This is an optimization exercise on Yosys and OpenROAD, whose aim is small area, not a production implementation.
Where RTL was checked, it was by simulation tests only, not by an equivalence proof against the original.
Function not checked in run 1: the RTL went through the layout flow alone.
Power is estimated from default activity; no workload was simulated.

**flow/config.mk**
```make
export PLATFORM = sky130hd
export DESIGN_NAME = main
export DESIGN_NICKNAME = main
export VERILOG_FILES = /design/flow/design.v
export SDC_FILE = /design/flow/constraint.sdc
export NUM_CORES = 4
export LEC_CHECK = 0
export ABC_AREA = 1
export CAP_MARGIN = 20
export CORE_MARGIN = 2
export CORE_UTILIZATION = 40
export PLACE_DENSITY = 0.6
export SLEW_MARGIN = 20
```
**flow/constraint.sdc**
```tcl
create_clock -name core_clock -period 20.0 [get_ports {clk}]
set_input_delay 4.0000 -clock core_clock [delete_from_list [all_inputs] [get_ports {clk}]]
set_output_delay 4.0000 -clock core_clock [all_outputs]
set_load 0.01 [all_outputs]
```
**flow/design.v**
```verilog
`timescale 1ns / 1ps
`default_nettype none
module counterModN #(
    parameter X = 5,   
    parameter N = 20   
) (
    input wire clk,       
    input wire ce,        
    input wire en,        
    input wire reset,     
    output reg [X-1:0] count  
);
    always @(posedge clk) begin
        if (reset) begin
            count <= 0;
        end else if (ce && en) begin
            if (count == N - 1) begin
                count <= 0;
            end else begin
                count <= count + 1;
            end
        end
    end
endmodule
`timescale 1ns / 1ps
`default_nettype none
module clockDivider #(
    parameter N = 500_000   
)(
    input wire clk,        
    input wire en,         
    input wire rst,        
    output reg clk_out,    
    output wire tick       
);
    wire [31:0] count;     
    counterModN #(.X(32), .N(N)) counterMod (
        .clk(clk),
        .ce(1'b1),
        .reset(rst),
        .en(en),
        .count(count)
    );
    assign tick = (count == N - 1) && !clk_out;
    always @(posedge clk) begin
        if (rst) begin
            clk_out <= 1'b0;
        end else if (count == N - 1) begin
            clk_out <= ~clk_out;
        end
    end
endmodule
`timescale 1ns / 1ps
`default_nettype none
module debouncer(
    input wire clk,        
    input wire ce,         
    input wire rst,        
    input wire in,         
    output wire out         
);
    reg q1, q2, q3;
    always @(posedge clk) begin
        if (rst) begin
            q1 <= 1'b0;
            q2 <= 1'b0;
            q3 <= 1'b0;
        end else if (ce) begin
            q1 <= in;
            q2 <= q1;
            q3 <= q2;
        end 
    end
    assign out = (rst == 1'b1) ? 1'b0 : (q1 & q2 & q3);
endmodule
`timescale 1ns / 1ps
`default_nettype none
module synchronizer(
    input wire clk,       
    input wire ce,        
    input wire rst,       
    input wire in,        
    output wire out       
);
    reg q1, q2;
    always @(posedge clk) begin
        if (rst) begin
            q1 <= 1'b0;
            q2 <= 1'b0;
        end else if (ce) begin
            q1 <= in;
            q2 <= q1;
        end
    end
    assign out = (rst) ? 1'b0 : q2;
endmodule
`timescale 1ns / 1ps
`default_nettype none
module shift_left_register(
    input wire        clk,     
    input wire        ce,      
    input wire        rst,     
    input wire        load,    
    input wire        en,      
    input wire [7:0]  Num,     
    output reg [15:0] Out      
);
    integer i;
    always @(posedge clk) begin
        if (rst) begin
            Out <= 16'b0;
        end else if (ce) begin
            if (load) begin
                Out <= {8'b0, Num};
            end else if (en) begin
                for (i = 15; i > 0; i = i - 1) begin
                    Out[i] <= Out[i - 1];
                end
                Out[0] <= 1'b0;
            end
        end
    end
endmodule
`timescale 1ns / 1ps
`default_nettype none
module shift_right_register(
    input wire clk,          
    input wire ce,           
    input wire rst,          
    input wire load,         
    input wire en,           
    input wire [7:0] Num,    
    output reg [7:0] Out     
);
    integer i;
    always @(posedge clk) begin
        if (rst) begin
            Out <= 8'b0;
        end else if (ce) begin
            if (load) begin
                Out <= Num;   
            end else if (en) begin
                for (i = 7; i > 0; i = i - 1) begin
                    Out[i - 1] <= Out[i];
                end
                Out[7] <= 1'b0;   
            end
        end
    end
endmodule
`timescale 1ns / 1ps
`default_nettype none
module CU(
    input wire b0,        
    input wire z,         
    input wire load,      
    output wire Psel,     
    output wire EP,       
    output wire EA,       
    output wire EB,       
    output wire LA,       
    output wire LB,       
    output wire RstP      
);
    assign Psel = b0;
    assign EP = (b0 & ~load);
    assign EA = (~z | load);
    assign EB = (~z | load);
    assign LA = load;
    assign LB = load;
    assign RstP = load;
endmodule
`timescale 1ns / 1ps
`default_nettype none
module BCD #(
    parameter W = 18   
)(
    input wire [W-1:0] bin,            
    output reg [W+(W-4)/3:0] bcd       
);
    integer i, j;
    always @(bin) begin
        for (i = 0; i <= W + (W-4)/3; i = i + 1) begin
            bcd[i] = 1'b0;
        end
        bcd[W-1:0] = bin;
        for (i = 0; i <= W - 4; i = i + 1) begin
            for (j = 0; j <= i / 3; j = j + 1) begin
                if (bcd[W - i + 4*j -: 4] > 4) begin                   
                    bcd[W - i + 4*j -: 4] = bcd[W - i + 4*j -: 4] + 4'd3;
                end
            end
        end
    end
endmodule
`timescale 1ns / 1ps
`default_nettype none
module seven_seg_decoder(
    input wire en,           
    input wire [3:0] num,    
    output reg [6:0] seg     
);
    always @ (num or en) begin
        if (en) begin
            case(num)
                4'd0: seg = 7'b1000000;   
                4'd1: seg = 7'b1111001;   
                4'd2: seg = 7'b0100100;   
                4'd3: seg = 7'b0110000;   
                4'd4: seg = 7'b0011001;   
                4'd5: seg = 7'b0010010;   
                4'd6: seg = 7'b0000010;   
                4'd7: seg = 7'b1111000;   
                4'd8: seg = 7'b0000000;   
                4'd9: seg = 7'b0010000;   
                default: seg = 7'b1111111;  
            endcase
        end else begin
            seg = 7'b1111111;   
        end
    end
endmodule
`timescale 1ns / 1ps
`default_nettype none
module seven_segment_scroller #(
    parameter DIV = 250000            
)(
    input wire clk,                   
    input wire reset,                 
    input wire button_left,           
    input wire button_right,          
    input wire [19:0] product,        
    input wire sign,                  
    output reg [6:0] seg,             
    output reg [3:0] an               
);
    wire slow_tick;                            
    wire slow_level;
    wire [1:0] switch_position;                
    wire debounced_button_left, debounced_button_right;
    wire final_button_left, final_button_right;
    wire [6:0] segment_internal[4:0];          
    reg [2:0] digit_selection;        
    clockDivider #(DIV) clk_divider (
        .clk(clk),
        .en(1'b1),
        .rst(reset),
        .clk_out(slow_level),
        .tick(slow_tick)
    );
    counterModN #(.X(2), .N(4)) position_counter (
        .clk(clk),
        .ce(slow_tick),
        .reset(reset),
        .en(1'b1),
        .count(switch_position)
    );
    debouncer btn_debouncer_left (
        .clk(clk),
        .ce(slow_tick),
        .rst(reset),
        .in(button_left),
        .out(debounced_button_left)
    );
    synchronizer btn_synchronizer_left (
        .clk(clk),
        .ce(slow_tick),
        .rst(reset),
        .in(debounced_button_left),
        .out(final_button_left)
    );
    debouncer btn_debouncer_right (
        .clk(clk),
        .ce(slow_tick),
        .rst(reset),
        .in(button_right),
        .out(debounced_button_right)
    );
    synchronizer btn_synchronizer_right (
        .clk(clk),
        .ce(slow_tick),
        .rst(reset),
        .in(debounced_button_right),
        .out(final_button_right)
    );
    reg button_right_old, button_left_old;
    reg button_right_raise, button_left_raise;  
    always @(posedge clk) begin
        if (reset) begin
            digit_selection <= 3'b000;
            button_right_old <= 0;
            button_left_old <= 0;
            button_right_raise <= 0;
            button_left_raise <= 0;
        end else if (slow_tick) begin
            button_right_raise <= (button_right_old != final_button_right && final_button_right == 1'b1);
            button_left_raise <= (button_left_old != final_button_left && final_button_left == 1'b1);
            button_right_old <= final_button_right;
            button_left_old <= final_button_left;
            if (button_right_raise) begin
                if (digit_selection > 0) begin
                    digit_selection <= digit_selection - 1;
                end
                button_right_raise <= 0;
            end
            if (button_left_raise) begin
                if (digit_selection < 2) begin
                    digit_selection <= digit_selection + 1;
                end
                button_left_raise <= 0;
            end
        end
    end
    seven_seg_decoder decoder_digit_0 (.en(1'b1), .num(product[3:0]), .seg(segment_internal[0]));
    seven_seg_decoder decoder_digit_1 (.en(1'b1), .num(product[7:4]), .seg(segment_internal[1]));
    seven_seg_decoder decoder_digit_2 (.en(1'b1), .num(product[11:8]), .seg(segment_internal[2]));
    seven_seg_decoder decoder_digit_3 (.en(1'b1), .num(product[15:12]), .seg(segment_internal[3]));
    seven_seg_decoder decoder_digit_4 (.en(1'b1), .num(product[19:16]), .seg(segment_internal[4]));
    always @(*) begin
        case (switch_position)
            2'b00: begin
                an = 4'b1110;
                seg = segment_internal[digit_selection];
            end
            2'b01: begin
                an = 4'b1101;
                seg = segment_internal[digit_selection + 1];
            end
            2'b10: begin
                an = 4'b1011;
                seg = segment_internal[digit_selection + 2];
            end
            2'b11: begin
                an = 4'b0111;
                if (sign == 1)
                    seg = 7'b0111111; 
                else
                    seg = 7'b1111111;
            end
            default: begin
                an = 4'b1111;
                seg = 7'b0000000;
            end
        endcase
    end
endmodule
`timescale 1ns / 1ps
`default_nettype none
module abs8(input wire [7:0] x, output reg [7:0] y);
    integer k;
    reg seen;
    always @(*) begin
        seen = 1'b0;
        for (k = 0; k < 8; k = k + 1) begin
            y[k] = x[k] ^ (x[7] & seen);
            seen = seen | x[k];
        end
    end
endmodule
module bcd_dbl(input wire [16:0] x, input wire cin, output wire [16:0] y);
    function ge5(input [3:0] d);
        ge5 = d[3] | (d[2] & (d[1] | d[0]));
    endfunction
    function [3:0] dbl_digit(input [3:0] d, input cin);
        dbl_digit = {(d[2] & ~d[1] & ~d[0]) | (d[3] & d[0]),
                     (d[1] & (~d[2] | d[0])) | (d[3] & ~d[0]),
                     (~d[3] & ~d[2] & d[0]) | (d[2] & d[1] & ~d[0]) | (d[3] & ~d[0]),
                     cin};
    endfunction
    assign y[3:0]   = dbl_digit(x[3:0], cin);
    assign y[7:4]   = dbl_digit(x[7:4], ge5(x[3:0]));
    assign y[11:8]  = dbl_digit(x[11:8], ge5(x[7:4]));
    assign y[15:12] = dbl_digit(x[15:12], ge5(x[11:8]));
    assign y[16]    = ge5(x[15:12]);
endmodule
module bcd_add(input wire [16:0] a, input wire [16:0] b, output wire [16:0] y);
    function [4:0] add_digit(input [3:0] a, input [3:0] b, input cin);
        reg [4:0] s;
        reg c, k;
        integer n;
        begin
            c = cin;
            for (n = 0; n < 4; n = n + 1) begin
                s[n] = a[n] ^ b[n] ^ c;
                c = (a[n] & b[n]) | (c & (a[n] ^ b[n]));
            end
            s[4] = c;
            k = s[4] | (s[3] & (s[2] | s[1]));
            add_digit = {k, s[3] ^ (k & (s[2] | s[1])), s[2] ^ (k & ~s[1]), s[1] ^ k, s[0]};
        end
    endfunction
    wire [4:0] s0 = add_digit(a[3:0],   b[3:0],   1'b0);
    wire [4:0] s1 = add_digit(a[7:4],   b[7:4],   s0[4]);
    wire [4:0] s2 = add_digit(a[11:8],  b[11:8],  s1[4]);
    wire [4:0] s3 = add_digit(a[15:12], b[15:12], s2[4]);
    assign y = {a[16] ^ b[16] ^ s3[4], s3[3:0], s2[3:0], s1[3:0], s0[3:0]};
endmodule
module step_ctrl(
    input wire clk, input wire rst, input wire btnC,
    output wire mtick, output wire stick, output wire load, output wire mdiv3
);
    reg [3:0] mdiv;
    assign mtick = &mdiv;
    assign mdiv3 = mdiv[3];
    assign stick = (mdiv[2:0] == 3'd3);
    always @(posedge clk) begin
        if (rst) mdiv <= 4'd8;
        else     mdiv <= {mdiv[3] ^ (&mdiv[2:0]), mdiv[2] ^ (&mdiv[1:0]), mdiv[1] ^ mdiv[0], ~mdiv[0]};
    end
    reg [1:0] crun;
    reg cs1, cs2;
    assign load = cs2;
    always @(posedge clk) begin
        if (rst) begin
            crun <= 2'd0;
            cs1 <= 1'b0;
            cs2 <= 1'b0;
        end else if (mtick) begin
            crun <= btnC ? {crun[1] | crun[0], crun[1] | ~crun[0]} : 2'd0;
            cs1 <= &crun;
            cs2 <= cs1;
        end
    end
endmodule
module scroll_btn(
    input wire clk, input wire rst, input wire ce, input wire btn,
    output wire raise
);
    reg [1:0] r, p;
    assign raise = (p == 2'd1);
    wire r2 = (r == 2'd2);
    always @(posedge clk) begin
        if (rst) begin
            r <= 2'd0;
            p <= 2'd0;
        end else if (ce) begin
            if (!btn) r <= 2'd0;
            else case (r)
                2'd0: r <= 2'd1;
                2'd1: r <= 2'd2;
                2'd2: r <= (p == 2'd3) ? 2'd3 : 2'd2;
                default: r <= 2'd3;
            endcase
            if (r2 && (btn || p == 2'd3)) p <= 2'd3;
            else p <= {p[1] & p[0], p[1] & ~p[0]};
        end
    end
endmodule
module scroller(
    input wire clk, input wire rst, input wire stick,
    input wire btnL, input wire btnR,
    output reg [1:0] pos, output reg [1:0] wsel
);
    wire lraise, rraise;
    scroll_btn left(.clk(clk), .rst(rst), .ce(stick), .btn(btnL), .raise(lraise));
    scroll_btn right(.clk(clk), .rst(rst), .ce(stick), .btn(btnR), .raise(rraise));
    always @(posedge clk) begin
        if (rst) begin
            pos <= 2'd0;
            wsel <= 2'd0;
        end else if (stick) begin
            pos <= {pos[1] ^ pos[0], ~pos[0]};
            if (lraise && wsel != 2'd2)
                wsel <= {wsel[0], ~wsel[0]};
            else if (rraise && wsel != 2'd0)
                wsel <= {1'b0, wsel[1]};
        end
    end
endmodule
module display(
    input wire [1:0] pos, input wire [1:0] wsel,
    input wire [16:0] prod, input wire sign,
    output reg [6:0] seg, output reg [3:0] an
);
    reg [2:0] idx;
    always @(*) begin
        case ({wsel, pos})
            4'b0000: idx = 3'd0;
            4'b0001: idx = 3'd1;
            4'b0010: idx = 3'd2;
            4'b0100: idx = 3'd1;
            4'b0101: idx = 3'd2;
            4'b0110: idx = 3'd3;
            4'b1000: idx = 3'd2;
            4'b1001: idx = 3'd3;
            4'b1010: idx = 3'd4;
            default: idx = 3'd0;
        endcase
    end
    reg [3:0] digit;
    always @(*) begin
        case (idx)
            3'd0: digit = prod[3:0];
            3'd1: digit = prod[7:4];
            3'd2: digit = prod[11:8];
            3'd3: digit = prod[15:12];
            default: digit = {3'd0, prod[16]};
        endcase
    end
    always @(*) begin
        case (pos)
            2'd0: an = 4'b1110;
            2'd1: an = 4'b1101;
            2'd2: an = 4'b1011;
            default: an = 4'b0111;
        endcase
        if (pos == 2'd3) begin
            seg = sign ? 7'b0111111 : 7'b1111111;
        end else begin
            seg[0] = (digit[0] & ~digit[1] & ~digit[2] & ~digit[3]) | (~digit[0] & ~digit[1] & digit[2]);
            seg[1] = (digit[0] & ~digit[1] & digit[2]) | (~digit[0] & digit[1] & digit[2]);
            seg[2] = (~digit[0] & digit[1] & ~digit[2]);
            seg[3] = (digit[0] & ~digit[1] & ~digit[2] & ~digit[3]) | (~digit[0] & ~digit[1] & digit[2]) | (digit[0] & digit[1] & digit[2]);
            seg[4] = (digit[0]) | (~digit[1] & digit[2]);
            seg[5] = (digit[0] & ~digit[2] & ~digit[3]) | (digit[1] & ~digit[2]) | (digit[0] & digit[1]);
            seg[6] = (~digit[1] & ~digit[2] & ~digit[3]) | (digit[0] & digit[1] & digit[2]);
        end
    end
endmodule
module main #(
    parameter MAIN_DIV = 8,      
    parameter SCAN_DIV = 4       
)(
    input wire clk,
    input wire rst,    
    input wire btnC,   
    input wire btnL,   
    input wire btnR,   
    input wire [7:0] num1,   
    input wire [7:0] num2,   
    output wire [6:0] seg,            
    output wire [3:0] an,              
    output wire multiplicationFinished    
);
    wire mtick, stick, load, mdiv3;
    step_ctrl ctrl(.clk(clk), .rst(rst), .btnC(btnC), .mtick(mtick), .stick(stick), .load(load), .mdiv3(mdiv3));
    wire [7:0] mag1, mag2;
    abs8 abs1(.x(num1), .y(mag1));
    abs8 abs2(.x(num2), .y(mag2));
    reg [7:0] mcand;         
    reg [16:0] mplier;       
    reg [16:0] prod;         
    reg sign;
    assign multiplicationFinished = (mcand == 8'd0);
    reg cvt;                 
    wire cvt_step = cvt & ~mdiv3;
    wire [16:0] mplier_dbl;
    bcd_dbl dbl(.x(mplier), .cin(cvt_step & mplier[16]), .y(mplier_dbl));
    wire add_en = mtick & ~load & mcand[0];
    wire [16:0] sum;
    bcd_add adder(.a(prod), .b(mplier & {17{add_en}}), .y(sum));
    always @(posedge clk) begin
        if (rst) begin
            mcand <= 8'd0;
            sign <= 1'b0;
        end else if (mtick) begin
            if (load) begin
                mcand <= mag2;
                sign <= (num1[7] ^ num2[7]) && num1 != 8'd0 && num2 != 8'd0;
            end else begin
                mcand <= {1'b0, mcand[7:1]};
            end
        end
    end
    always @(posedge clk) begin
        if (rst || (mtick && load)) prod <= 17'd0;
        else                        prod <= sum;
    end
    always @(posedge clk) begin
        if (mtick) cvt <= load;
    end
    always @(posedge clk) begin
        if (mtick) begin
            if (load) mplier <= {mag1, 9'd0};
            else      mplier <= mplier_dbl;
        end else if (cvt_step) begin
            mplier <= {mplier[15:9], 1'b0, mplier_dbl[8:0]};
        end
    end
    wire [1:0] pos, wsel;
    scroller scr(.clk(clk), .rst(rst | load), .stick(stick), .btnL(btnL), .btnR(btnR),
                 .pos(pos), .wsel(wsel));
    display disp(.pos(pos), .wsel(wsel), .prod(prod), .sign(sign), .seg(seg), .an(an));
endmodule
```
**flow/flow/run.sh**
```bash
#!/bin/bash
# Own layout flow: the standard synthesis; then the combinational logic
# between the registers re-mapped by ABC for area with a few scripts, keeping
# the smallest netlist (registers, their names and cell types untouched);
# then the standard layout with small port buffers and no CTS dummy loads.
set -euo pipefail
WORK=$(pwd)
FLOW=$WORK/flow
R=$WORK/orfs/results/${FLOW_PLATFORM}/main/base
LIB=$FLOW_HOME/platforms/${FLOW_PLATFORM}/lib/sky130_fd_sc_hd__tt_025C_1v80.lib

# 1. standard synthesis
bash standard.sh synth > $WORK/flow_synth.log 2>&1

# 2. re-map the logic
cp $R/1_2_yosys.v $WORK/std_netlist.v
python3 $FLOW/genmodels.py $LIB > $WORK/cell_models.v 2> $WORK/flow_genmodels.log
DU=$(sed -n '/DONT_USE_CELLS +=/,/^#/p' $FLOW_HOME/platforms/${FLOW_PLATFORM}/config.mk \
     | grep -o "sky130_fd_sc_hd__[a-z0-9_]*" | sed 's/^/-dont_use /' | tr '\n' ' ')
regs() { grep -oE "sky130_fd_sc_hd__[a-z0-9]*df[a-z0-9_]* +[^ (]+" "$1" | sort; }
best=""; best_area=""
for S in $FLOW/resynth_*.abc; do
  n=$(basename $S .abc)
  yosys -l $WORK/flow_$n.log -p "
read_verilog $WORK/cell_models.v
read_verilog $WORK/std_netlist.v
hierarchy -top $FLOW_TOP
flatten
opt -purge
techmap
opt -fast -purge
abc -liberty $LIB $DU -script $S
opt_clean -purge
hilomap -singleton -hicell sky130_fd_sc_hd__conb_1 HI -locell sky130_fd_sc_hd__conb_1 LO
insbuf -buf sky130_fd_sc_hd__buf_1 A X
splitnets
opt_clean -purge
tee -o $WORK/$n.stat stat -liberty $LIB
write_verilog -noattr -nohex -nodec $WORK/$n.v
" > /dev/null 2>&1 || continue
  area=$(grep "Chip area" $WORK/$n.stat | grep -oE "[0-9.]+$" || true)
  [[ -n "$area" ]] || continue
  # keep the registers: same instance names and cell types as the standard synthesis
  [[ "$(regs $WORK/std_netlist.v)" == "$(regs $WORK/$n.v)" ]] || { echo "$n: register mismatch" >> $WORK/flow_pick.log; continue; }
  echo "$n: $area" >> $WORK/flow_pick.log
  if [[ -z "$best" ]] || awk "BEGIN{exit !($area < $best_area)}"; then best=$n; best_area=$area; fi
done
echo "picked: ${best:-standard}" >> $WORK/flow_pick.log
if [[ -n "$best" ]]; then
  cp $WORK/$best.v $R/1_2_yosys.v
  touch $R/1_2_yosys.v
fi

# 3. layout
bash standard.sh \
  "BUFFER_PORTS_ARGS=-buffer_cell sky130_fd_sc_hd__buf_1" \
  "CTS_ARGS=-sink_clustering_enable -repair_clock_nets -dont_use_dummy_load -buf_list {sky130_fd_sc_hd__clkbuf_4 sky130_fd_sc_hd__clkbuf_8}" \
  finish > $WORK/flow_layout.log 2>&1
```
**flow/flow/genmodels.py**
```python
# Generate Verilog models of sky130hd cells from the liberty: combinational
# cells as assigns, sequential cells as blackboxes (or behavioural with -sim).
import re, sys
lib = sys.argv[1]; sim = len(sys.argv) > 2 and sys.argv[2] == '-sim'
txt = open(lib).read()
out = []
# split into cells
for m in re.finditer(r'\n\s*cell\s*\(\s*"?([\w]+)"?\s*\)\s*\{', txt):
    name = m.group(1); start = m.end()
    depth = 1; i = start
    while depth:
        c = txt[i]
        if c == '{': depth += 1
        elif c == '}': depth -= 1
        i += 1
    body = txt[start:i]
    pins = []
    for pm in re.finditer(r'\n\s*pin\s*\(\s*"?(\w+)"?\s*\)\s*\{', body):
        ps = pm.end(); d = 1; j = ps
        while d:
            c = body[j]
            if c == '{': d += 1
            elif c == '}': d -= 1
            j += 1
        pb = body[ps:j]
        dm = re.search(r'direction\s*:\s*"?(\w+)"?', pb)
        fm = re.search(r'\bfunction\s*:\s*"([^"]*)"', pb)
        pins.append((pm.group(1), dm.group(1) if dm else None, fm.group(1) if fm else None))
    seq = re.search(r'\n\s*(ff|latch|statetable)\s*\(', body) is not None
    seen=set(); pins=[p for p in pins if not (p[0] in seen or seen.add(p[0]))]
    if not pins: continue
    ins = [p for p in pins if p[1] == 'input']
    outs = [p for p in pins if p[1] == 'output']
    if not outs: continue
    ports = [p[0] for p in ins + outs]
    if seq:
        if not sim:
            out.append(f"(* blackbox *)\nmodule {name}(" + ", ".join(ports) + ");")
            for p in ins: out.append(f"  input {p[0]};")
            for p in outs: out.append(f"  output {p[0]};")
            out.append("endmodule")
        continue
    if any(p[2] is None for p in outs): continue
    out.append(f"module {name}(" + ", ".join(ports) + ");")
    for p in ins: out.append(f"  input {p[0]};")
    for p in outs:
        f = p[2].replace('!', '~').replace('+', '|').replace('*', '&')
        f = re.sub(r'(\w)\s+(?=[\w(~])', r'\1 & ', f)  # implicit AND by space
        out.append(f"  output {p[0]};\n  assign {p[0]} = {f};")
    out.append("endmodule")
if sim:
    out.append("""module sky130_fd_sc_hd__dfxtp_1(CLK, D, Q); input CLK, D; output reg Q; always @(posedge CLK) Q <= D; endmodule
module sky130_fd_sc_hd__dfxtp_2(CLK, D, Q); input CLK, D; output reg Q; always @(posedge CLK) Q <= D; endmodule
module sky130_fd_sc_hd__dfxtp_4(CLK, D, Q); input CLK, D; output reg Q; always @(posedge CLK) Q <= D; endmodule
module sky130_fd_sc_hd__edfxtp_1(CLK, D, DE, Q); input CLK, D, DE; output reg Q; always @(posedge CLK) if (DE) Q <= D; endmodule""")
print("\n".join(out))
```
**flow/flow/resynth_a1.abc**
```
strash
dc2
balance; rewrite; refactor; balance; rewrite; rewrite -z; balance; refactor -z; rewrite -z; balance
dch -f
amap
topo
```
**flow/flow/resynth_a4.abc**
```
strash
&get -n
&deepsyn -T 20
&put
dch -f
amap
topo
```
**flow/flow/resynth_a5.abc**
```
strash
dc2
balance; rewrite; refactor; balance; rewrite; rewrite -z; balance; refactor -z; rewrite -z; balance
dch -f
amap
mfs2
strash
dch -f
amap
topo
```
**flow/flow/resynth_a7.abc**
```
strash
ifraig
scorr
dc2
balance; rewrite; refactor; balance; rewrite; rewrite -z; balance; refactor -z; rewrite -z; balance
dch -f
amap
topo
```
**flow/standard.sh**
```bash
#!/bin/bash
# synth_recipe.tcl (not shown) runs the flow's synth.tcl, then flattens the netlist and writes it again
# the make line also repeats each setting of config.mk as NAME=value (left out here)
make -C /OpenROAD-flow-scripts/flow DESIGN_CONFIG=/design/flow/config.mk WORK_HOME=/design/flow/orfs CLKGATE_MAP_FILE= SYNTH_SCRIPT=/design/flow/synth_recipe.tcl "${@:-finish}"
```
==> summary.txt, run 1 <==
Root Driver=clkbuf_8; post-route core utilization=0.459; total gr overflow=0; met1 Use GR=0.250; number of clock buffers inserted by TritonCTS=9; worst endpoint required time=20.21 ns; post-CTS setup buffers=0; Worst EP arrival=about 10 ns; drt pass-1 iters=5; placed cell areas=approximately 3900 µm²; part of the cycle the worst path needs=0.498; post-synthesis cell count=495; Placed Cells=638; RR Endpoint=prod[14]$_SDFF_PP0_; Final ANT Viol Nets=0; critical path capture point type=register; global-route wire length before repair=approximately 15000 µm; htree depth=3; clock tree buffer depth=2; Mapped Area=approximately 3600 µm²; Initial Util=0.413; Worst path top cell family by delay=simple AND/OR/NAND/NOR gates; area delta synth->final=11.1%; Least-Margin Pin Slew=0.738 ns; setup ws final=10.03 ns; final WL=8710 µm; biggest cell delay along the critical path=0.45 ns; Post-DP HPWL=6560 µm; antenna diode count=0; design area=4010 µm²; nets=562; hold path start=ctrl.mdiv[0]$_SDFF_PP0_; RR Startpoint=ctrl.mdiv[0]$_SDFF_PP0_; FMAX=roughly 0.1 GHz; Ys Warns=8; final slew viol count=0; critical path class=register to register; WHS Path Cells=1; hold-fix buffers at CTS=0; CTS tree=done; HP Class=register to register; most used cell along the critical path=nor2_1; # fillers=893; WP buf/inv=5; Fin. Hold Viols=0; setup violators final=0; met2 Track Usage GR=0.299; Avg Synthesized Cell Area=7.28 µm²; fraction of layout cells with a size suffix above 1=0.0223; CTS sink cnt=64; Worst Hold End=ctrl.mdiv[0]$_SDFF_PP0_; flop-to-flop setup slack=10.03 ns; die width=between 90 and 100 µm; Clock Pin Slew Worst Setup and Hold Paths=0.07 ns; min Tclk post-route=9.97 ns; Std-Cell Rows=34; DR vias=3607; routed vias/inst=approximately 5.6; area of the core=8720 µm²; max_cap viols=0; routed len/inst=13.5 µm; DRT iter0 DRCs=169; IO Port Bufs=32; syn nets=516; P per Cell Area=58.0 nW/µm²; Peak VDD IR=0.0295 mV; Ports=33; cells on worst reg2reg path=55; pre-CTS WS=10.23 ns; critical path startpoint category=register; Global Route Usage Sum=0.182; DRC errors left=0; Slew HR=0.508; GR peak layer=met2; die area=around 10000 µm²; setup TNS=0 ns; Clock Skew=0.0274 ns; grt met3 use=0.0270; initial antenna violation count=0; slowest cell on the critical path=nand2_1; Clock Latency Late Sink=0.34 ns; status=finished clean; critical-path maximum fanout=22; Leakage=1.35 nW; vias in the first global route=roughly 3.2k; Resized Gates After CTS=0; RSZ-0062 raised after global routing=no; RD Place Congestion=approximately 0.84; Final Non-Filler Cells=647; Die Ht=98.9 µm; pin count of the biggest net entering global routing=24
## cells in the final DEF (no fill, tap or decap), types with 4 or more instances in the layout
| cell | instances |
|---|---|
| nor2_1 | 137 |
| a22oi_1 | 8 |
| a222oi_1 | 8 |
| clkinv_1 | 56 |
| a211oi_1 | 7 |
| or2_0 | 4 |
| nor2b_1 | 5 |
| nand3_1 | 5 |
| or3_1 | 4 |
| o31ai_1 | 5 |
| clkbuf_8 | 9 |
| nor3_1 | 22 |
| o21ai_0 | 36 |
| dfxtp_1 | 46 |
| a31oi_1 | 9 |
| o21a_1 | 11 |
| a21oi_1 | 30 |
| a221oi_1 | 8 |
| o221ai_1 | 4 |
| edfxtp_1 | 18 |
| buf_1 | 32 |
| nand2_1 | 36 |
| and3_1 | 4 |
| o22ai_1 | 10 |
## how the worst max path moves through the flow
| stage | endpoint | depth (start not counted) | slack, ns | startpoint |
|---|---|---|---|---|
| 4_1_cts | prod[14]$_SDFF_PP0_ | 55 | 10.17 | ctrl.mdiv[0]$_SDFF_PP0_ |
| 6_report | prod[14]$_SDFF_PP0_ | 55 | 10.03 | ctrl.mdiv[0]$_SDFF_PP0_ |
| 2_1_floorplan | prod[14]$_SDFF_PP0_ | 54 | 11.42 | ctrl.mdiv[0]$_SDFF_PP0_ |
| 5_1_grt | prod[14]$_SDFF_PP0_ | 55 | 8.25 | ctrl.mdiv[0]$_SDFF_PP0_ |
| 3_5_place_dp | prod[14]$_SDFF_PP0_ | 55 | 10.23 | ctrl.mdiv[0]$_SDFF_PP0_ |
| 3_3_place_gp | prod[14]$_SDFF_PP0_ | 55 | 10.68 | ctrl.mdiv[0]$_SDFF_PP0_ |
## registers in the layout, indices dropped and copies added (netlist names), 2 cells and up, named ones only
| register | cells |
|---|---|
| scr.right.r | 2 |
| mcand | 8 |
| scr.pos | 2 |
| scr.left.p | 2 |
| scr.wsel | 2 |
| prod | 17 |
| mplier | 15 |
| ctrl.mdiv | 4 |
| scr.left.r | 2 |
| ctrl.crun | 2 |
| scr.right.p | 2 |
## layout make-up
| type | count | area [µm²] | area share |
|---|---|---|---|
| clock buffers | 9 | 124 | 0.0309 |
| flip-flops and latches | 64 | 1460 | 0.365 |
| inverters | 56 | 210 | 0.0525 |
| repair buffers | 35 | 143 | 0.0356 |
| multi-input cells | 375 | 1930 | 0.482 |
| well taps | 108 | 135 | 0.0337 |
## layer usage
layer  wire, µm  up-vias  share of wire
met2       3920       97           0.45
li1           -     1867              -
met3        485        9          0.056
met5          0        -              0
met1       4210     1634           0.48
met4         95        0          0.011
## worst reg2reg max path, delay by kind of cell, from the launching register on
kind	cells	cell delay [ns]
flops	1	0.35
compound gates	19	3.99
simple gates	31	4.73
buf+inv	5	0.77
## where the power goes
group	internal [mW]	total, mW	switching (mW)
clock network	0.0400	0.0830	0.0430
registers	0.134	0.135	0.000940
logic	0.00495	0.0145	0.00951
total	0.179	0.232	0.0534
## stage by stage
step / hold slack [ns] / power, mW
3_5_place_dp: 0.419 / 0.152
5_1_grt: 0.457 / 0.243
4_1_cts: 0.435 / 0.235
3_3_place_gp: 0.411 / 0.152
2_1_floorplan: 0.398 / 0.147
6_report: 0.427 / 0.232
==> run 2: changes to the inputs <==
--- a/flow/design.v
+++ b/flow/design.v
@@ -385,7 +385,7 @@
                 c = (a[n] & b[n]) | (c & (a[n] ^ b[n]));
             end
             s[4] = c;
-            k = s[4] | (s[3] & (s[2] | s[1]));
+            k = s[4];
             add_digit = {k, s[3] ^ (k & (s[2] | s[1])), s[2] ^ (k & ~s[1]), s[1] ^ k, s[0]};
         end
     endfunction
@@ -494,7 +494,7 @@
             3'd1: digit = prod[7:4];
             3'd2: digit = prod[11:8];
             3'd3: digit = prod[15:12];
-            default: digit = {3'd0, prod[16]};
+            default: digit = {3'b011, prod[16]};
         endcase
     end
     always @(*) begin
@@ -507,13 +507,13 @@
         if (pos == 2'd3) begin
             seg = sign ? 7'b0111111 : 7'b1111111;
         end else begin
-            seg[0] = (digit[0] & ~digit[1] & ~digit[2] & ~digit[3]) | (~digit[0] & ~digit[1] & digit[2]);
-            seg[1] = (digit[0] & ~digit[1] & digit[2]) | (~digit[0] & digit[1] & digit[2]);
-            seg[2] = (~digit[0] & digit[1] & ~digit[2]);
-            seg[3] = (digit[0] & ~digit[1] & ~digit[2] & ~digit[3]) | (~digit[0] & ~digit[1] & digit[2]) | (digit[0] & digit[1] & digit[2]);
-            seg[4] = (digit[0]) | (~digit[1] & digit[2]);
-            seg[5] = (digit[0] & ~digit[2] & ~digit[3]) | (digit[1] & ~digit[2]) | (digit[0] & digit[1]);
-            seg[6] = (~digit[1] & ~digit[2] & ~digit[3]) | (digit[0] & digit[1] & digit[2]);
+            seg[0] = (~digit[0] & digit[1] & ~digit[2]) | (digit[0] & ~digit[3]);
+            seg[1] = (digit[0] & digit[1] & ~digit[2]) | (~digit[0] & ~digit[1] & digit[2]);
+            seg[2] = (~digit[0] & ~digit[1] & ~digit[2]);
+            seg[3] = (~digit[0] & digit[1] & ~digit[2]) | (digit[0] & ~digit[1] & digit[2]) | (digit[0] & ~digit[3]);
+            seg[4] = (digit[0]) | (digit[1] & ~digit[2]);
+            seg[5] = (~digit[1] & ~digit[2]) | (digit[0] & ~digit[3]) | (digit[0] & ~digit[1]);
+            seg[6] = (digit[0] & ~digit[1] & digit[2]) | (~digit[3]);
         end
     end
 endmodule
@@ -563,7 +563,7 @@
         end
     end
     always @(posedge clk) begin
-        if (rst || (mtick && load)) prod <= 17'd0;
+        if (rst || (mtick && load)) prod <= 17'h06666;
         else                        prod <= sum;
     end
     always @(posedge clk) begin
--- a/flow/flow/run.sh
+++ b/flow/flow/run.sh
@@ -21,7 +21,7 @@
 best=""; best_area=""
 for S in $FLOW/resynth_*.abc; do
   n=$(basename $S .abc)
-  yosys -l $WORK/flow_$n.log -p "
+  timeout 600 yosys -l $WORK/flow_$n.log -p "
 read_verilog $WORK/cell_models.v
 read_verilog $WORK/std_netlist.v
 hierarchy -top $FLOW_TOP
@@ -54,5 +54,5 @@
 # 3. layout
 bash standard.sh \
   "BUFFER_PORTS_ARGS=-buffer_cell sky130_fd_sc_hd__buf_1" \
-  "CTS_ARGS=-sink_clustering_enable -repair_clock_nets -dont_use_dummy_load -buf_list {sky130_fd_sc_hd__clkbuf_4 sky130_fd_sc_hd__clkbuf_8}" \
+  "CTS_ARGS=-sink_clustering_enable -repair_clock_nets -dont_use_dummy_load -buf_list {sky130_fd_sc_hd__clkbuf_4}" \
   finish > $WORK/flow_layout.log 2>&1
==> flow/flow/resynth_b1.abc (new file) <==
strash
dc2
balance; rewrite; refactor; balance; rewrite; rewrite -z; balance; refactor -z; rewrite -z; balance
&get -n
&deepsyn -T 60
&put
dch -f
amap
mfs2
strash
dch -f
amap
topo
==> summary.txt, run 2 <==
status=finished clean (unchanged); Net Sw Frac=0.245 (was 0.230); critical path class=register to register (unchanged); IO Port Bufs=32 (unchanged); most used cell along the critical path=nor2_1 (unchanged); DRC errors left=0 (unchanged); final WL=8310 µm (was 8710 µm); Slew HR=0.431 (was 0.508); Global Route Usage Sum=0.178 (was 0.182); Fin. Hold Viols=0 (unchanged); Peak VDD IR=0.0250 mV (was 0.0295 mV); Ports=33 (unchanged); sequential fraction of design power=0.637 (was 0.581); CTS tree=done (unchanged); slowest cell on the critical path=nand2_1 (unchanged); Combinational Power Share=0.071 (was 0.062); post-synthesis cell count=492 (was 495); clock tree buffer depth=2 (unchanged); Clock Latency Late Sink=0.42 ns (was 0.34 ns); vias in the first global route=3045 (was 3242); routed len/inst=12.9 µm (was 13.5 µm); max_cap viols=0 (unchanged); initial antenna violation count=0 (unchanged); final slew viol count=0 (unchanged); P_int=160 µW (was 179 µW); fraction of layout cells with a size suffix above 1=0.0206 (was 0.0223); nets=558 (was 562); Leakage=1.28 nW (was 1.35 nW); number of flip-flops under the largest register name=17 (unchanged); biggest regs=prod x17, mplier x15, mcand x8 (unchanged); part of the cycle the worst path needs=0.422 (was 0.498); critical path startpoint category=register (unchanged); commonest non-fill, non-tap cells in the layout=nor2_1 (111), clkinv_1 (63), o21ai_0 (49), nand2_1 (47), dfxtp_1 (46) (was nor2_1 (137), clkinv_1 (56), dfxtp_1 (46), nand2_1 (36), o21ai_0 (36)); DRT iter0 DRCs=121 (was 169); antenna diode count=0 (unchanged); number of clock buffers inserted by TritonCTS=9 (unchanged); post-CTS setup buffers=0 (unchanged); Mapped Area=3560 µm² (was 3600 µm²); Initial Util=0.410 (was 0.413); Ys Warns=8 (unchanged); Die Ht=98.4 µm (was 98.9 µm); worst endpoint required time=20.28 ns (was 20.21 ns); critical path capture point type=register (unchanged); drt pass-1 iters=4 (was 5); Worst path top cell family by delay=compound AO/OA/AOI/OAI gates (was simple AND/OR/NAND/NOR gates); critical-path maximum fanout=18 (was 22); total gr overflow=0 (unchanged); WP buf/inv=2 (was 5); CTS sink cnt=64 (unchanged); area delta synth->final=9.49% (was 11.1%); global-route wire length before repair=13900 µm (was 14600 µm); biggest cell delay along the critical path=0.42 ns (was 0.45 ns); Largest Register=prod (unchanged); setup violators final=0 (unchanged); Final ANT Viol Nets=0 (unchanged); min Tclk post-route=8.45 ns (was 9.97 ns); clock network fraction of design power=0.292 (was 0.357); area of the core=8680 µm² (was 8720 µm²); DR vias=3447 (was 3607); HP Class=register to register (unchanged); htree depth=3 (unchanged); commonest non-fill, non-tap cell in the layout=nor2_1 (unchanged); Worst EP arrival=8.72 ns (was 10.17 ns); Clock Pin Slew Worst Setup and Hold Paths=0.11 ns (was 0.07 ns); hold-fix buffers at CTS=0 (unchanged); P per Cell Area=54.4 nW/µm² (was 58.0 nW/µm²); routed vias/inst=5.36 (was 5.57); setup TNS=0 ns (unchanged); Clock Skew=0.0298 ns (was 0.0274 ns); Least-Margin Pin Slew=0.833 ns (was 0.738 ns); RSZ-0062 raised after global routing=no (unchanged); Switch Pwr=51.9 µW (was 53.4 µW); pin count of the biggest net entering global routing=24 (unchanged); die area=9670 µm² (was 9780 µm²); design area=3900 µm² (was 4010 µm²); Std-Cell Rows=34 (unchanged); placed cell areas=3830 µm² (was 3880 µm²); die width=98.4 µm (was 98.9 µm); Root Driver=clkbuf_4 (was clkbuf_8); syn nets=513 (was 516); FMAX=0.118 GHz (was 0.100 GHz); RD Place Congestion=0.841 (was 0.843); Avg Synthesized Cell Area=7.24 µm² (was 7.28 µm²); Post-DP HPWL=6390 µm (was 6560 µm); Resized Gates After CTS=0 (unchanged)
==> run 2: metal layers <==
layer / vias up / wire (µm) / global-route usage
met1: 1520 / 4240 / 0.248
met5: - / 0 / 0
met3: 10 / 368 / 0.0372
met2: 74 / 3560 / 0.275
li1: 1843 / - / -
met4: 0 / 140 / 0.0632
==> run 2: final timing paths <==
check                            end               startpoint  slack (ns)  depth (start not counted)
max reg2reg      prod[15]$_SDFF_PP0_  ctrl.mdiv[0]$_SDFF_PP0_       11.55                         44
min          ctrl.mdiv[0]$_SDFF_PP0_  ctrl.mdiv[0]$_SDFF_PP0_        0.44                          1
min reg2reg  ctrl.mdiv[0]$_SDFF_PP0_  ctrl.mdiv[0]$_SDFF_PP0_        0.44                          1
max              prod[15]$_SDFF_PP0_  ctrl.mdiv[0]$_SDFF_PP0_       11.55                         44
==> run 2: final cells by class <==
| type | instances | area (µm²) |
|---|---|---|
| multi-input cells | 365 | 1860 |
| well taps | 108 | 135 |
| flip-flops and latches | 64 | 1460 |
| clock buffers | 9 | 67.6 |
| repair buffers | 34 | 135 |
| fillers | 900 | 4780 |
| inverters | 63 | 236 |
==> run 2: per-stage QoR <==
stage               hold WS [ns]  worst slack, ns  std cells  power [mW]  utilization
floorplan                  0.398            12.99        492       0.147            -
global placement           0.415            12.22        634       0.153        0.441
detailed placement         0.425            11.74        634       0.153        0.441
CTS                        0.448            11.65        643       0.214        0.449
global route               0.480            10.11        643       0.222        0.449
finish                     0.444            11.55        643       0.212        0.449
==> run 2: power groups by stage <==
stage / Combinational, mW / Sequential (mW) / Clock (mW)
6_report: 0.0151 / 0.135 / 0.0618
3_3_place_gp: 0.0148 / 0.138 / 0
5_1_grt: 0.0173 / 0.135 / 0.0690
4_1_cts: 0.0152 / 0.135 / 0.0637
2_1_floorplan: 0.00964 / 0.138 / 0
3_5_place_dp: 0.0152 / 0.138 / 0
==> run 3: changes to the inputs <==
--- a/flow/design.v
+++ b/flow/design.v
@@ -386,7 +386,7 @@
             end
             s[4] = c;
             k = s[4];
-            add_digit = {k, s[3] ^ (k & (s[2] | s[1])), s[2] ^ (k & ~s[1]), s[1] ^ k, s[0]};
+            add_digit = {k, s[3] | (k & (s[2] | s[1])), s[2] ^ (k & ~s[1]), s[1] ^ k, s[0]};
         end
     endfunction
     wire [4:0] s0 = add_digit(a[3:0],   b[3:0],   1'b0);
@@ -428,21 +428,15 @@
 );
     reg [1:0] r, p;
     assign raise = (p == 2'd1);
-    wire r2 = (r == 2'd2);
     always @(posedge clk) begin
         if (rst) begin
             r <= 2'd0;
             p <= 2'd0;
         end else if (ce) begin
-            if (!btn) r <= 2'd0;
-            else case (r)
-                2'd0: r <= 2'd1;
-                2'd1: r <= 2'd2;
-                2'd2: r <= (p == 2'd3) ? 2'd3 : 2'd2;
-                default: r <= 2'd3;
-            endcase
-            if (r2 && (btn || p == 2'd3)) p <= 2'd3;
-            else p <= {p[1] & p[0], p[1] & ~p[0]};
+            p[0] <= (~p[0] & p[1]) | (btn & ~r[0] & r[1]) | (p[1] & ~r[0] & r[1]);
+            p[1] <= (p[0] & p[1]) | (btn & ~r[0] & r[1]);
+            r[0] <= (btn & ~r[0] & ~r[1]) | (btn & r[0] & r[1]) | (btn & p[1] & r[1]);
+            r[1] <= btn & (r[0] | r[1]);
         end
     end
 endmodule
@@ -460,10 +454,8 @@
             wsel <= 2'd0;
         end else if (stick) begin
             pos <= {pos[1] ^ pos[0], ~pos[0]};
-            if (lraise && wsel != 2'd2)
-                wsel <= {wsel[0], ~wsel[0]};
-            else if (rraise && wsel != 2'd0)
-                wsel <= {1'b0, wsel[1]};
+            wsel[0] <= (lraise & ~wsel[0] & ~wsel[1]) | (~lraise & ~rraise & wsel[0]) | (rraise & wsel[1]);
+            wsel[1] <= (~rraise & wsel[1]) | (lraise & wsel[0]);
         end
     end
 endmodule
@@ -472,21 +464,10 @@
     input wire [16:0] prod, input wire sign,
     output reg [6:0] seg, output reg [3:0] an
 );
-    reg [2:0] idx;
-    always @(*) begin
-        case ({wsel, pos})
-            4'b0000: idx = 3'd0;
-            4'b0001: idx = 3'd1;
-            4'b0010: idx = 3'd2;
-            4'b0100: idx = 3'd1;
-            4'b0101: idx = 3'd2;
-            4'b0110: idx = 3'd3;
-            4'b1000: idx = 3'd2;
-            4'b1001: idx = 3'd3;
-            4'b1010: idx = 3'd4;
-            default: idx = 3'd0;
-        endcase
-    end
+    wire [2:0] idx;
+    assign idx[0] = pos[0] ^ wsel[0];
+    assign idx[1] = (pos[1] & ~wsel[1]) | (pos[0] & wsel[0]) | (~pos[1] & wsel[1]);
+    assign idx[2] = pos[1] & wsel[1];
     reg [3:0] digit;
     always @(*) begin
         case (idx)
--- a/flow/flow/run.sh
+++ b/flow/flow/run.sh
@@ -54,5 +54,5 @@
 # 3. layout
 bash standard.sh \
   "BUFFER_PORTS_ARGS=-buffer_cell sky130_fd_sc_hd__buf_1" \
-  "CTS_ARGS=-sink_clustering_enable -repair_clock_nets -dont_use_dummy_load -buf_list {sky130_fd_sc_hd__clkbuf_4}" \
+  "CTS_ARGS=-sink_clustering_enable -repair_clock_nets -dont_use_dummy_load -sink_clustering_size 16 -sink_clustering_max_diameter 300 -buf_list {sky130_fd_sc_hd__clkbuf_4}" \
   finish > $WORK/flow_layout.log 2>&1
==> summary.txt, run 3 <==
Mapped Area=3510 µm² (was 3560 µm²); status=finished clean (unchanged); global-route wire length before repair=14300 µm (was 13900 µm); die width=97.7 µm (was 98.4 µm); biggest regs=prod x17, mplier x15, mcand x8 (unchanged); RR Startpoint=ctrl.mdiv[0]$_SDFF_PP0_ (unchanged); Worst Hold End=ctrl.mdiv[0]$_SDFF_PP0_ (unchanged); Post-DP HPWL=6490 µm (was 6390 µm); DRC errors left=0 (unchanged); design area=3860 µm² (was 3900 µm²); IO Port Bufs=32 (unchanged); hold-fix buffers at CTS=0 (unchanged); antenna diode count=0 (unchanged); Initial Util=0.407 (was 0.410); drt pass-1 iters=4 (unchanged); Hold Slack=0.444 ns (about the same); Clock Skew=0.0371 ns (was 0.0298 ns); part of the cycle the worst path needs=0.436 (was 0.422); Resized Gates After CTS=0 (unchanged); worst endpoint required time=20.30 ns (was 20.28 ns); Fin. Hold Viols=0 (unchanged); # fillers=905 (was 900); placed cell areas=3790 µm² (was 3830 µm²); critical path capture point type=register (unchanged); final slew viol count=0 (unchanged); Std-Cell Rows=34 (unchanged); Avg Synthesized Cell Area=7.40 µm² (was 7.24 µm²); setup TNS=0 ns (unchanged); critical path class=register to register (unchanged); post-CTS setup buffers=0 (unchanged); htree depth=3 (unchanged); total gr overflow=0 (unchanged); critical path startpoint category=register (unchanged); slowest cell on the critical path=nand2_1 (unchanged); most used cell along the critical path=nor3_1 (was nor2_1); pin count of the biggest net entering global routing=26 (was 24); Least-Margin Pin Slew=0.738 ns (was 0.833 ns); vias in the first global route=3217 (was 3045); cells on worst reg2reg path=44 (unchanged); number of flip-flops under the largest register name=17 (unchanged); Slew HR=0.507 (was 0.431); CTS sink cnt=64 (unchanged); initial antenna violation count=0 (unchanged); fraction of layout cells with a size suffix above 1=0.0231 (was 0.0206); max_cap viols=0 (unchanged); FMAX=0.115 GHz (was 0.118 GHz); final WL=8550 µm (was 8310 µm); Top Metal Used=met4 (unchanged); WHS Path Cells=1 (unchanged); P per Cell Area=55.0 nW/µm² (was 54.4 nW/µm²); RD Place Congestion=0.892 (was 0.841); Worst EP arrival=9.02 ns (was 8.72 ns); Leakage=1.24 nW (was 1.28 nW); nets=542 (was 558); setup violators final=0 (unchanged); die area=9550 µm² (was 9670 µm²); syn nets=496 (was 513); met1 wire length=4090 µm (was 4240 µm); Largest Register=prod (unchanged); critical-path maximum fanout=25 (was 18); DR vias=3474 (was 3447); Die Ht=97.7 µm (was 98.4 µm); commonest non-fill, non-tap cell in the layout=nor2_1 (unchanged); min Tclk post-route=8.73 ns (was 8.45 ns); post-synthesis cell count=475 (was 492); commonest non-fill, non-tap cells in the layout=nor2_1 (103), clkinv_1 (64), dfxtp_1 (46), o21ai_0 (41), nand2_1 (38) (was nor2_1 (111), clkinv_1 (63), o21ai_0 (49), nand2_1 (47), dfxtp_1 (46)); metal2 WL=4020 µm (was 3560 µm); Clock Pin Slew Worst Setup and Hold Paths=0.12 ns (was 0.11 ns); RSZ-0062 raised after global routing=no (unchanged); routed vias/inst=5.54 (was 5.36); DRT iter0 DRCs=209 (was 121); hold path start=ctrl.mdiv[0]$_SDFF_PP0_ (unchanged); RR Endpoint=prod[14]$_SDFF_PP1_ (was prod[15]$_SDFF_PP0_); routed len/inst=13.6 µm (was 12.9 µm); flop-to-flop setup slack=11.27 ns (was 11.55 ns); Ports=33 (unchanged); HP Class=register to register (unchanged); area of the core=8640 µm² (was 8680 µm²); area delta synth->final=9.83% (was 9.49%); Root Driver=clkbuf_4 (unchanged); clock tree buffer depth=2 (unchanged); met3 WL=315 µm (was 368 µm); number of clock buffers inserted by TritonCTS=9 (unchanged); Global Route Usage Sum=0.184 (was 0.178); Final ANT Viol Nets=0 (unchanged); Peak VDD IR=0.0172 mV (was 0.0250 mV); Ys Warns=8 (unchanged); Clock Latency Late Sink=0.43 ns (was 0.42 ns); CTS tree=done (unchanged); biggest cell delay along the critical path=0.46 ns (was 0.42 ns)
## run 3: changes by cell type in the layout (fill, tap and decap cells not counted), sizes merged, moves of 7 or more
cell | before | now
nand2 | 47 | 38
nor3 | 16 | 25
nor2 | 111 | 103
o21ai | 49 | 42
or2 | 9 | 2
## run 3: cell type report
class                      count  area [µm²]  area share
sequential                    64        1460       0.379
inverter                      64         240      0.0623
tap                          108         135      0.0350
timing repair buffer          35         143      0.0370
clock buffer                   9        67.6      0.0175
multi-input combinational    347        1810       0.470
## run 3: critical path, delay by kind of cell, from the launching register on
family                 cells  cell delay, ns
buffers and inverters      3            0.36
AOI/OAI and AO/OA         13            2.27
and+or+nand+nor           28            5.58
DFF                        1            0.37
## run 3: layer usage
metal | GRT usage | vias to the layer above
li1 | - | 1810
met5 | 0 | -
met3 | 0.0396 | 12
met2 | 0.299 | 72
met1 | 0.237 | 1580
met4 | 0.0780 | 0
## run 3: how the worst max path moves through the flow
stage,start,to,slack (ns),depth (start not counted)
6_report,ctrl.mdiv[0]$_SDFF_PP0_,prod[14]$_SDFF_PP1_,11.27,44
5_1_grt,ctrl.mdiv[0]$_SDFF_PP0_,prod[14]$_SDFF_PP1_,9.70,44
4_1_cts,ctrl.mdiv[0]$_SDFF_PP0_,prod[14]$_SDFF_PP1_,11.39,44
3_5_place_dp,ctrl.mdiv[0]$_SDFF_PP0_,prod[14]$_SDFF_PP1_,11.48,44
3_3_place_gp,ctrl.mdiv[0]$_SDFF_PP0_,prod[14]$_SDFF_PP1_,12.01,44
2_1_floorplan,ctrl.mdiv[0]$_SDFF_PP0_,prod[14]$_SDFF_PP1_,12.31,44
## run 3: report_power, final
| group | switching [mW] | internal [mW] | total [mW] |
|---|---|---|---|
| combinational | 0.0100 | 0.00499 | 0.0150 |
| sequential | 0.000693 | 0.134 | 0.134 |
| clock | 0.0422 | 0.0209 | 0.0631 |
| total | 0.0530 | 0.159 | 0.212 |
## run 3: through the flow
stage	utilization	setup slack [ns]	power (mW)	instances
after floorplan	-	12.31	0.146	475
after global placement	0.439	12.01	0.152	618
after detailed placement	0.439	11.48	0.152	618
after CTS	0.447	11.39	0.214	627
after global routing	0.447	9.70	0.221	627
final	0.447	11.27	0.212	627
==> run 4: changes to the inputs <==
--- a/flow/flow/run.sh
+++ b/flow/flow/run.sh
@@ -54,5 +54,5 @@
 # 3. layout
 bash standard.sh \
   "BUFFER_PORTS_ARGS=-buffer_cell sky130_fd_sc_hd__buf_1" \
-  "CTS_ARGS=-sink_clustering_enable -repair_clock_nets -dont_use_dummy_load -sink_clustering_size 16 -sink_clustering_max_diameter 300 -buf_list {sky130_fd_sc_hd__clkbuf_4}" \
+  "CTS_ARGS=-repair_clock_nets -dont_use_dummy_load -buf_list {sky130_fd_sc_hd__clkbuf_4}" \
   finish > $WORK/flow_layout.log 2>&1
==> summary.txt, run 4 <==
status=finished clean (unchanged); commonest non-fill, non-tap cells in the layout=nor2_1 (103), clkinv_1 (64), dfxtp_1 (46), o21ai_0 (41), nand2_1 (38) (unchanged); placed cell areas=3790 µm² (unchanged); biggest regs=prod x17, mplier x15, mcand x8 (unchanged); global-route wire length before repair=14300 µm (unchanged); commonest non-fill, non-tap cell in the layout=nor2_1 (unchanged); part of the cycle the worst path needs=0.436 (unchanged); IO Port Bufs=32 (unchanged); worst endpoint required time=20.30 ns (about the same); most used cell along the critical path=nor3_1 (unchanged); Resized Gates After CTS=0 (unchanged); Worst EP arrival=9.02 ns (about the same); area of the core=8640 µm² (unchanged); Ports=33 (unchanged); RSZ-0062 raised after global routing=no (unchanged); final WL=8550 µm (unchanged); RR Startpoint=ctrl.mdiv[0]$_SDFF_PP0_ (unchanged); vias in the first global route=3217 (unchanged); FMAX=0.115 GHz (unchanged); critical path class=register to register (unchanged); Std-Cell Rows=34 (unchanged); number of clock buffers inserted by TritonCTS=9 (unchanged); design area=3860 µm² (unchanged); area delta synth->final=9.83% (unchanged); htree depth=3 (unchanged); critical-path maximum fanout=25 (unchanged); HP Class=register to register (unchanged); Pwr Total=212 µW (unchanged); slowest cell on the critical path=nand2_1 (unchanged); Final Non-Filler Cells=627 (unchanged); hold path start=ctrl.mdiv[0]$_SDFF_PP0_ (unchanged); number of flip-flops under the largest register name=17 (unchanged); Clock Pin Slew Worst Setup and Hold Paths=0.12 ns (about the same); Largest Register=prod (unchanged); Setup crit start=ctrl.mdiv[0]$_SDFF_PP0_ (unchanged); CTS tree=done (unchanged); Fin. Hold Viols=0 (unchanged); min Tclk post-route=8.73 ns (unchanged); cells on worst reg2reg path=44 (unchanged); drt pass-1 iters=4 (unchanged); biggest cell delay along the critical path=0.46 ns (about the same); Global Route Usage Sum=0.184 (unchanged); Root Driver=clkbuf_4 (unchanged); WHS Path Cells=1 (unchanged); pin count of the biggest net entering global routing=26 (unchanged); RR Endpoint=prod[14]$_SDFF_PP1_ (unchanged); Hold Slack=0.444 ns (unchanged); max_cap viols=0 (unchanged); Initial Util=0.407 (unchanged); Die Ht=97.7 µm (unchanged); hold-fix buffers at CTS=0 (unchanged); final slew viol count=0 (unchanged); DRC errors left=0 (unchanged); clock tree buffer depth=2 (unchanged); RD Place Congestion=0.892 (unchanged); # fillers=905 (unchanged); die width=97.7 µm (unchanged); Leakage=1.24 nW (unchanged); post-synthesis cell count=475 (unchanged); die area=9550 µm² (unchanged); critical path capture point type=register (unchanged); Peak VDD IR=0.0172 mV (unchanged); Worst Hold End=ctrl.mdiv[0]$_SDFF_PP0_ (unchanged); P per Cell Area=55.0 nW/µm² (unchanged); fraction of layout cells with a size suffix above 1=0.0231 (unchanged); setup violators final=0 (unchanged); Least-Margin Pin Slew=0.738 ns (unchanged); Post-DP HPWL=6490 µm (unchanged); post-CTS setup buffers=0 (unchanged); Mapped Area=3510 µm² (unchanged); antenna diode count=0 (unchanged); initial antenna violation count=0 (unchanged); critical path startpoint category=register (unchanged); syn nets=496 (unchanged); nets=542 (unchanged); routed len/inst=13.6 µm (unchanged); total gr overflow=0 (unchanged); DR vias=3474 (unchanged); routed vias/inst=5.54 (unchanged); Slew HR=0.507 (unchanged); Clock Latency Late Sink=0.43 ns (about the same); flop-to-flop setup slack=11.27 ns (about the same); Clock Skew=0.0371 ns (unchanged); Ys Warns=8 (unchanged); DRT iter0 DRCs=209 (unchanged); Avg Synthesized Cell Area=7.40 µm² (unchanged); Final ANT Viol Nets=0 (unchanged); CTS sink cnt=64 (unchanged); Placed Cells=618 (unchanged); setup TNS=0 ns (unchanged)
-- run 4: per-layer routing --
metal / GRT usage / wire, µm / vias up
met5: 0 / 0 / -
met4: 0.0780 / 127 / 0
met3: 0.0396 / 315 / 12
met2: 0.299 / 4020 / 72
met1: 0.237 / 4090 / 1580
li1: - / - / 1810
-- run 4: worst max-delay path by stage --
| stage | to | slack (ns) | cells past startpoint |
|---|---|---|---|
| 2_1_floorplan | prod[14]$_SDFF_PP1_ | 12.31 | 44 |
| 3_3_place_gp | prod[14]$_SDFF_PP1_ | 12.01 | 44 |
| 3_5_place_dp | prod[14]$_SDFF_PP1_ | 11.48 | 44 |
| 4_1_cts | prod[14]$_SDFF_PP1_ | 11.39 | 44 |
| 5_1_grt | prod[14]$_SDFF_PP1_ | 9.70 | 44 |
| 6_report | prod[14]$_SDFF_PP1_ | 11.27 | 44 |
-- run 4: power breakdown --
part	total (mW)	switching (mW)	internal, mW
combinational	0.0150	0.0100	0.00499
sequential	0.134	0.000693	0.134
clock	0.0631	0.0422	0.0209
-- run 4: critical path: cells and delay by family, from the launching register on --
kind | cells | cell delay, ns
AO/OA/AOI/OAI | 13 | 2.27
buffers and inverters | 3 | 0.36
flip-flops | 1 | 0.37
AND/OR/NAND/NOR | 28 | 5.58
-- run 4: cell type report --
| class | instances | area [µm²] | area share |
|---|---|---|---|
| flip-flops and latches | 64 | 1460 | 0.379 |
| repair buffers | 35 | 143 | 0.0370 |
| clock buffers | 9 | 67.6 | 0.0175 |
| inverters | 64 | 240 | 0.0623 |
| well taps | 108 | 135 | 0.0350 |
| multi-input cells | 347 | 1810 | 0.470 |
-- run 4: stage by stage --
stage	worst slack [ns]	util
finish	11.27	0.447
global route	9.70	0.447
CTS	11.39	0.447
detailed placement	11.48	0.439
global placement	12.01	0.439
floorplan	12.31	-
==> run 5: changes to the inputs <==
--- a/flow/flow/run.sh
+++ b/flow/flow/run.sh
@@ -54,5 +54,5 @@
 # 3. layout
 bash standard.sh \
   "BUFFER_PORTS_ARGS=-buffer_cell sky130_fd_sc_hd__buf_1" \
-  "CTS_ARGS=-repair_clock_nets -dont_use_dummy_load -buf_list {sky130_fd_sc_hd__clkbuf_4}" \
+  "CTS_ARGS=-sink_clustering_enable -repair_clock_nets -dont_use_dummy_load -buf_list {sky130_fd_sc_hd__clkbuf_4}" \
   finish > $WORK/flow_layout.log 2>&1
==> summary.txt, run 5 <==
part of the cycle the worst path needs=0.436 (unchanged); min Tclk post-route=8.73 ns (unchanged); max_cap viols=0 (unchanged); slowest cell on the critical path=nand2_1 (unchanged); Die Ht=97.7 µm (unchanged); total gr overflow=0 (unchanged); Resized Gates After CTS=0 (unchanged); fraction of layout cells with a size suffix above 1=0.0231 (unchanged); vias in the first global route=3217 (unchanged); drt pass-1 iters=4 (unchanged); WHS Path Cells=1 (unchanged); area delta synth->final=9.83% (unchanged); global-route wire length before repair=14300 µm (unchanged); Ys Warns=8 (unchanged); biggest cell delay along the critical path=0.46 ns (about the same); FMAX=0.115 GHz (unchanged); die area=9550 µm² (unchanged); RD Place Congestion=0.892 (unchanged); pin count of the biggest net entering global routing=26 (unchanged); Largest Register=prod (unchanged); Peak VDD IR=0.0172 mV (unchanged); status=finished clean (unchanged); IO Port Bufs=32 (unchanged); RSZ-0062 raised after global routing=no (unchanged); critical path class=register to register (unchanged); Least-Margin Pin Slew=0.738 ns (unchanged); hold path start=ctrl.mdiv[0]$_SDFF_PP0_ (unchanged); biggest regs=prod x17, mplier x15, mcand x8 (unchanged); RR Startpoint=ctrl.mdiv[0]$_SDFF_PP0_ (unchanged); nets=542 (unchanged); setup violators final=0 (unchanged); routed vias/inst=5.54 (unchanged); hold-fix buffers at CTS=0 (unchanged); Ports=33 (unchanged); Global Route Usage Sum=0.184 (unchanged); number of flip-flops under the largest register name=17 (unchanged); antenna diode count=0 (unchanged); syn nets=496 (unchanged); clock tree buffer depth=2 (unchanged); most used cell along the critical path=nor3_1 (unchanged); cells on worst reg2reg path=44 (unchanged); Final ANT Viol Nets=0 (unchanged); Avg Synthesized Cell Area=7.40 µm² (unchanged); commonest non-fill, non-tap cells in the layout=nor2_1 (103), clkinv_1 (64), dfxtp_1 (46), o21ai_0 (41), nand2_1 (38) (unchanged); Worst EP arrival=9.02 ns (about the same); number of clock buffers inserted by TritonCTS=9 (unchanged); Fin. Hold Viols=0 (unchanged); Root Driver=clkbuf_4 (unchanged); Clock Latency Late Sink=0.43 ns (about the same); Std-Cell Rows=34 (unchanged); final slew viol count=0 (unchanged); Mapped Area=3510 µm² (unchanged); Post-DP HPWL=6490 µm (unchanged); htree depth=3 (unchanged); worst endpoint required time=20.30 ns (about the same); area of the core=8640 µm² (unchanged); critical path startpoint category=register (unchanged); final WL=8550 µm (unchanged); RR Endpoint=prod[14]$_SDFF_PP1_ (unchanged); setup TNS=0 ns (unchanged); routed len/inst=13.6 µm (unchanged); critical-path maximum fanout=25 (unchanged); DRT iter0 DRCs=209 (unchanged); P per Cell Area=55.0 nW/µm² (unchanged); Leakage=1.24 nW (unchanged); Worst Hold End=ctrl.mdiv[0]$_SDFF_PP0_ (unchanged); Slew HR=0.507 (unchanged); initial antenna violation count=0 (unchanged); post-synthesis cell count=475 (unchanged); Clock Skew=0.0371 ns (unchanged); post-CTS setup buffers=0 (unchanged); CTS sink cnt=64 (unchanged); Clock Pin Slew Worst Setup and Hold Paths=0.12 ns (about the same); post-route core utilization=0.447 (unchanged); DRC errors left=0 (unchanged); HP Class=register to register (unchanged); critical path capture point type=register (unchanged); CTS tree=done (unchanged); die width=97.7 µm (unchanged); DR vias=3474 (unchanged); commonest non-fill, non-tap cell in the layout=nor2_1 (unchanged); flop-to-flop setup slack=11.27 ns (about the same); Initial Util=0.407 (unchanged)
run 5: cell counts in the layout (fill, tap and decap cells not counted):
Identical to the previous run, type by type.
run 5: through the flow:
stage	setup slack [ns]	area (µm²)	hold slack, ns	power (mW)	cells
2_1_floorplan	12.31	3510	0.398	0.146	475
3_3_place_gp	12.01	3790	0.414	0.152	618
3_5_place_dp	11.48	3790	0.425	0.152	618
4_1_cts	11.39	3860	0.450	0.214	627
5_1_grt	9.70	3860	0.479	0.221	627
6_report	11.27	3860	0.444	0.212	627
run 5: worst max path at each step:
stage                            startpoint                   to  slack, ns  depth (start not counted)
global route        ctrl.mdiv[0]$_SDFF_PP0_  prod[14]$_SDFF_PP1_       9.70                         44
finish              ctrl.mdiv[0]$_SDFF_PP0_  prod[14]$_SDFF_PP1_      11.27                         44
global placement    ctrl.mdiv[0]$_SDFF_PP0_  prod[14]$_SDFF_PP1_      12.01                         44
floorplan           ctrl.mdiv[0]$_SDFF_PP0_  prod[14]$_SDFF_PP1_      12.31                         44
detailed placement  ctrl.mdiv[0]$_SDFF_PP0_  prod[14]$_SDFF_PP1_      11.48                         44
CTS                 ctrl.mdiv[0]$_SDFF_PP0_  prod[14]$_SDFF_PP1_      11.39                         44
run 5: routing by layer:
metal,vias to the layer above,routed length [µm],GRT usage
met1,1580,4090,0.237
met5,-,0,0
met4,0,127,0.0780
li1,1810,-,-
met2,72,4020,0.299
met3,12,315,0.0396
run 5: power breakdown:
group	internal [mW]	switching, mW	total, mW
clock network	0.0209	0.0422	0.0631
registers	0.134	0.000693	0.134
logic	0.00499	0.0100	0.0150
total	0.159	0.0530	0.212
run 5: area by class of cell:
cell class	count	area, µm²
multi-input combinational	347	1810
inverter	64	240
tap	108	135
fill	905	4780
clock buffer	9	67.6
timing repair buffer	35	143
sequential	64	1460
run 5: worst max-delay path: cells and delay by family (launching register included):
family / cells / cell delay, ns
buffers and inverters: 3 / 0.36
AOI/OAI and AO/OA: 13 / 2.27
and+or+nand+nor: 28 / 5.58
DFF: 1 / 0.37

## separate check: timing with driven ports
Ports are ideal in the flow. The routed layouts listed here were re-timed in OpenROAD.
Step 1 sets driving cells, clkbuf_16 on the clock port and buf_2 on the other inputs (assumed; they add their load-dependent delay and slew).
Step 2, shift: input delay + t, output delay - t, t = (earliest + latest rising clock arrival at the registers) / 2. This alone moves slack from input paths to output paths.
Three values: ideal, step 1, step 2; two values: the first two.
| run | t, ns | slack for setup (ns) | slew at the worst register clock pin (ns) |
|---|---|---|---|
| run 1 | 0.352 | 10.034 / 10.034 / 10.034 | 0.07 / 0.07 |
| run 2 | 0.436 | 11.551 / 11.551 / 11.551 | 0.11 / 0.11 |
| run 3 | 0.442 | 11.271 / 11.271 / 11.271 | 0.12 / 0.12 |
| run 4 | 0.442 | 11.271 / 11.271 / 11.271 | 0.12 / 0.12 |
| run 5 | 0.442 | 11.271 / 11.271 / 11.271 | 0.12 / 0.12 |
After both steps setup and hold are still met in every run listed.
